From an optimization exercise on the open Yosys and OpenROAD flow, aimed at small area, a short achievable clock period and few clock cycles per item; shortcuts taken in it are not production practice.
Function was checked by simulation only, so behaviour that the tests miss may differ from the original.
No activity file was given, so power comes from the tool's default toggle rates.

== build 33 ==
==> flow/design.v (excerpt) <==
module DSP_CONV1D #(
    parameter AXI_DATA_WIDTH = 32,
    parameter AXI_ADDR_WIDTH = 5,  
    parameter DSP_DATA_WIDTH = 32,
    parameter MAX_CONV_LEN = 256,
    parameter MAX_KERNEL_LEN = 32
)(
    input  s_axi_clk,
    input  s_axi_resetn,  
    input  [AXI_ADDR_WIDTH-1:0] s_axi_awaddr,
    input  s_axi_awvalid,
    output reg s_axi_awready,
    input  [AXI_DATA_WIDTH-1:0] s_axi_wdata,
    input  [AXI_DATA_WIDTH/8-1:0] s_axi_wstrb,
    input  s_axi_wvalid,
    output reg s_axi_wready,
    output reg  s_axi_bvalid,
    input  s_axi_bready,
    output reg [1:0] s_axi_bresp,
    input  [AXI_ADDR_WIDTH-1:0] s_axi_araddr,
    input  s_axi_arvalid,
    output reg s_axi_arready,
    output reg [AXI_DATA_WIDTH-1:0] s_axi_rdata,
    output reg [1:0] s_axi_rresp,
    output reg s_axi_rvalid,
    input  s_axi_rready,
    output interrupt_o,
    output reg [DSP_DATA_WIDTH-1:0] dsp_mem_addr_o,
    input  [DSP_DATA_WIDTH-1:0] dsp_mem_rdata_i,
    output reg dsp_mem_req_o,
    input  dsp_mem_ack_i,
    output reg dsp_mem_we_o,
    output reg [DSP_DATA_WIDTH-1:0] dsp_mem_wdata_o
);
Size in the first run: roughly 4,200 cells after synthesis.
export LEC_CHECK = 0
export ABC_CLOCK_PERIOD_IN_PS = 3000
export CAP_MARGIN = 20
export CORE_MARGIN = 2
export CORE_UTILIZATION = 40
export SLEW_MARGIN = 20
create_clock -name core_clock -period 9.0 [get_ports {s_axi_clk}]
standard.sh (not shown) runs the stock make flow with config.mk's settings and CLKGATE_MAP_FILE= SYNTH_SCRIPT=/design/flow/synth_recipe.tcl, a recipe that flattens the netlist after the stock synthesis.
==> flow/flow/run.sh <==
#!/bin/bash
set -euo pipefail
bash standard.sh SETUP_SLACK_MARGIN=6 "BUFFER_PORTS_ARGS=-buffer_cell sky130_fd_sc_hd__buf_4" finish > standard_finish.log 2>&1
Testbench counts of build 33, summed over its fixed seeds: cycles 141,951, macs 128,917.
Input-level comparison between build 54 and build 33:
- ABC_CLOCK_PERIOD_IN_PS changed from 3000 to 2500
==> flow/flow/run.sh <==
#!/bin/bash
set -euo pipefail
bash standard.sh SETUP_SLACK_MARGIN=5.8 "BUFFER_PORTS_ARGS=-buffer_cell sky130_fd_sc_hd__buf_4" finish > standard_finish.log 2>&1
==> comparison <==
- When build 54 is set beside build 33, its fraction of power consumed by sequential logic turns out to be 0.8 points larger.
- Going from build 33 to build 54, post-CTS clock slew at the launch and capture registers of the worst setup and hold paths comparable, share of the clock period used by the worst path now larger, final area now smaller.
- Build 33 → build 54: overall routed net length went down 6.0 mm, overall routing resource usage went down 0.80 points.
- For the clock share of power, build 54 came in 0.7 points lower than build 33 did.
- Re worst-case setup margin in the final layout: build 33 was higher than build 54.
The inputs of build 32 differ from those of build 54 as listed below.
- SLEW_MARGIN: 20 -> 0
- CAP_MARGIN: 20 -> 0
- ABC_CLOCK_PERIOD_IN_PS: 2500 -> 3000
### Flow results
Global-route usage: build 54 vs build 32 — no meaningful difference
Summary — worst setup slack, build 32 relative to build 54: lower, by 0.0052 ns.
| tightest hold margin | build 32 vs build 54 | worse |
Input-level comparison between build 51 and build 32:
- SLEW_MARGIN now 20, was 0
- CAP_MARGIN now 20, was 0
==> flow/flow/run.sh <==
#!/bin/bash
set -euo pipefail
bash standard.sh SETUP_SLACK_MARGIN=5.4 "BUFFER_PORTS_ARGS=-buffer_cell sky130_fd_sc_hd__buf_4" finish > standard_finish.log 2>&1
==> comparison <==
- Build 51: all stages complete, timing, DRC and antenna checks passed
- Build 32 and build 51 ended up with nearly the same cell area after layout.
- When build 51 is measured against build 32, its first-iteration DRC count turns out about 3% lower.
- Looking only at critical path depth, and setting everything else aside, the lower value of build 32 and build 51 goes to build 32.
- The cell type of the slowest stage on the worst timing path comes out sky130_fd_sc_hd__dfrtp_2 in one run and sky130_fd_sc_hd__o21bai_1 in the other, namely in build 32 and build 51 respectively.
- Going from build 32 to build 51, detailed route wirelength on metal3 went down by 450 µm; number of fill cells went up; total power density per cell area higher.
- Between build 51 and build 32, the sequential share of cell area figures differ only marginally.
- Build 51 vs. build 32: number of antenna violations at the first check in global routing went down by 1.
- Build 51 ends up with a total CTS buffers that is 1.8% higher than in build 32.
- Lower proportion of total power due to net switching among build 32 and build 51: build 51
[inputs] build 98 vs build 51
==> flow/flow/run.sh <==
#!/bin/bash
set -euo pipefail
bash standard.sh SETUP_SLACK_MARGIN=5.6 "BUFFER_PORTS_ARGS=-buffer_cell sky130_fd_sc_hd__buf_4" finish > standard_finish.log 2>&1
Findings:
Build 98 reached the end of the flow, and the finished layout is clean on the timing, DRC and antenna checks.
Diff build 51 and build 98: average wire per standard cell higher in build 51
Side by side, number of optimization iterations in the first detailed-route pass turned out higher in build 98 than in build 51.
Switching part of the total in build 98 is 0.26 points higher than in build 51
Clock share of power: build 98 vs build 51 down 0.7 points
Compared to build 51, the routing of build 98 uses less wire.
Build 98 against build 51: final instance area closely matched the old numbers; final cycle utilization of the critical path decreased by 1.9 points relative to the old numbers; maximum frequency increased by 5.2% relative to the old numbers; global-route usage closely matched the old numbers; final total power decreased by about 0.9% relative to the old numbers.
Build 98 vs build 51 — reg-to-reg setup timing slack rose 0.17 ns.
For build 89, these inputs were changed with respect to build 98:
- a change of ABC_CLOCK_PERIOD_IN_PS from 3000 to 4000
==> flow/flow/run.sh <==
#!/bin/bash
set -euo pipefail
bash standard.sh SETUP_SLACK_MARGIN=5.8 "BUFFER_PORTS_ARGS=-buffer_cell sky130_fd_sc_hd__buf_4" finish > standard_finish.log 2>&1
Notes after the runs:
Build 89: flow completed, timing, DRC and antenna clean. Any difference in total cell area at the placement stage between build 89 and build 98 is small enough to ignore. Build 89 ends up with higher share of final-layout standard cells stronger than drive strength 1 than build 98 does. Build 98 -> build 89: global-route wire length before repair flat. The final cycle utilization of the critical path number comes out higher for build 98 vs build 89. Of build 89 and build 98, it is build 89 that has the lower leakage power. Diff build 89 and build 98: wire length higher in build 89. Sequential portion of the cell area delta (build 98 -> build 89): insignificant. In the tables for build 89 and build 98, worst hold slack reads higher with build 89. Maximum number of pins on one net before global-route repair, build 89 vs build 98: down by more than a quarter. Build 89 vs build 98, launching instance or port of the critical path: s_axi_rdata[0] vs r_k.

==> separate check: timing with driven ports <==
The flow's constraints put no driver on any port. The routed layouts listed below were extracted and timed again, unchanged, in two steps.
Step 1, drivers: a clkbuf_16 drives s_axi_clk and a buf_2 each remaining input, both assumed.
Step 2 also shifts input and output timing later by t, the mid clock arrival at the registers, as if the neighbouring blocks saw the same clock.
Three values: ideal, step 1, step 2; two values: the first two.
run | t, ns | setup slack, ns | worst setup path after step 2 | worst register clock-pin slew, ns | pins driven straight from the clock port
build 33 | 0.780 | 5.838 / 5.769 / 5.277 | input to register | 0.06 / 0.06 | 1
build 54 | 0.784 | 5.817 / 5.750 / 5.214 | input to register | 0.06 / 0.06 | 1
build 32 | 0.785 | 5.812 / 5.745 / 5.241 | input to register | 0.07 / 0.07 | 1
build 51 | 0.796 | 5.487 / 5.487 / 4.804 | input to register | 0.07 / 0.07 | 1
build 98 | 0.789 | 5.660 / 5.660 / 5.039 | input to register | 0.07 / 0.07 | 1
build 89 | 0.784 | 5.817 / 5.750 / 5.214 | input to register | 0.06 / 0.06 | 1
After both steps setup and hold are still met in every run listed. The setup slack of build 51, which loses most, moves by 0.000 ns with the drivers and by -0.683 ns with both steps.
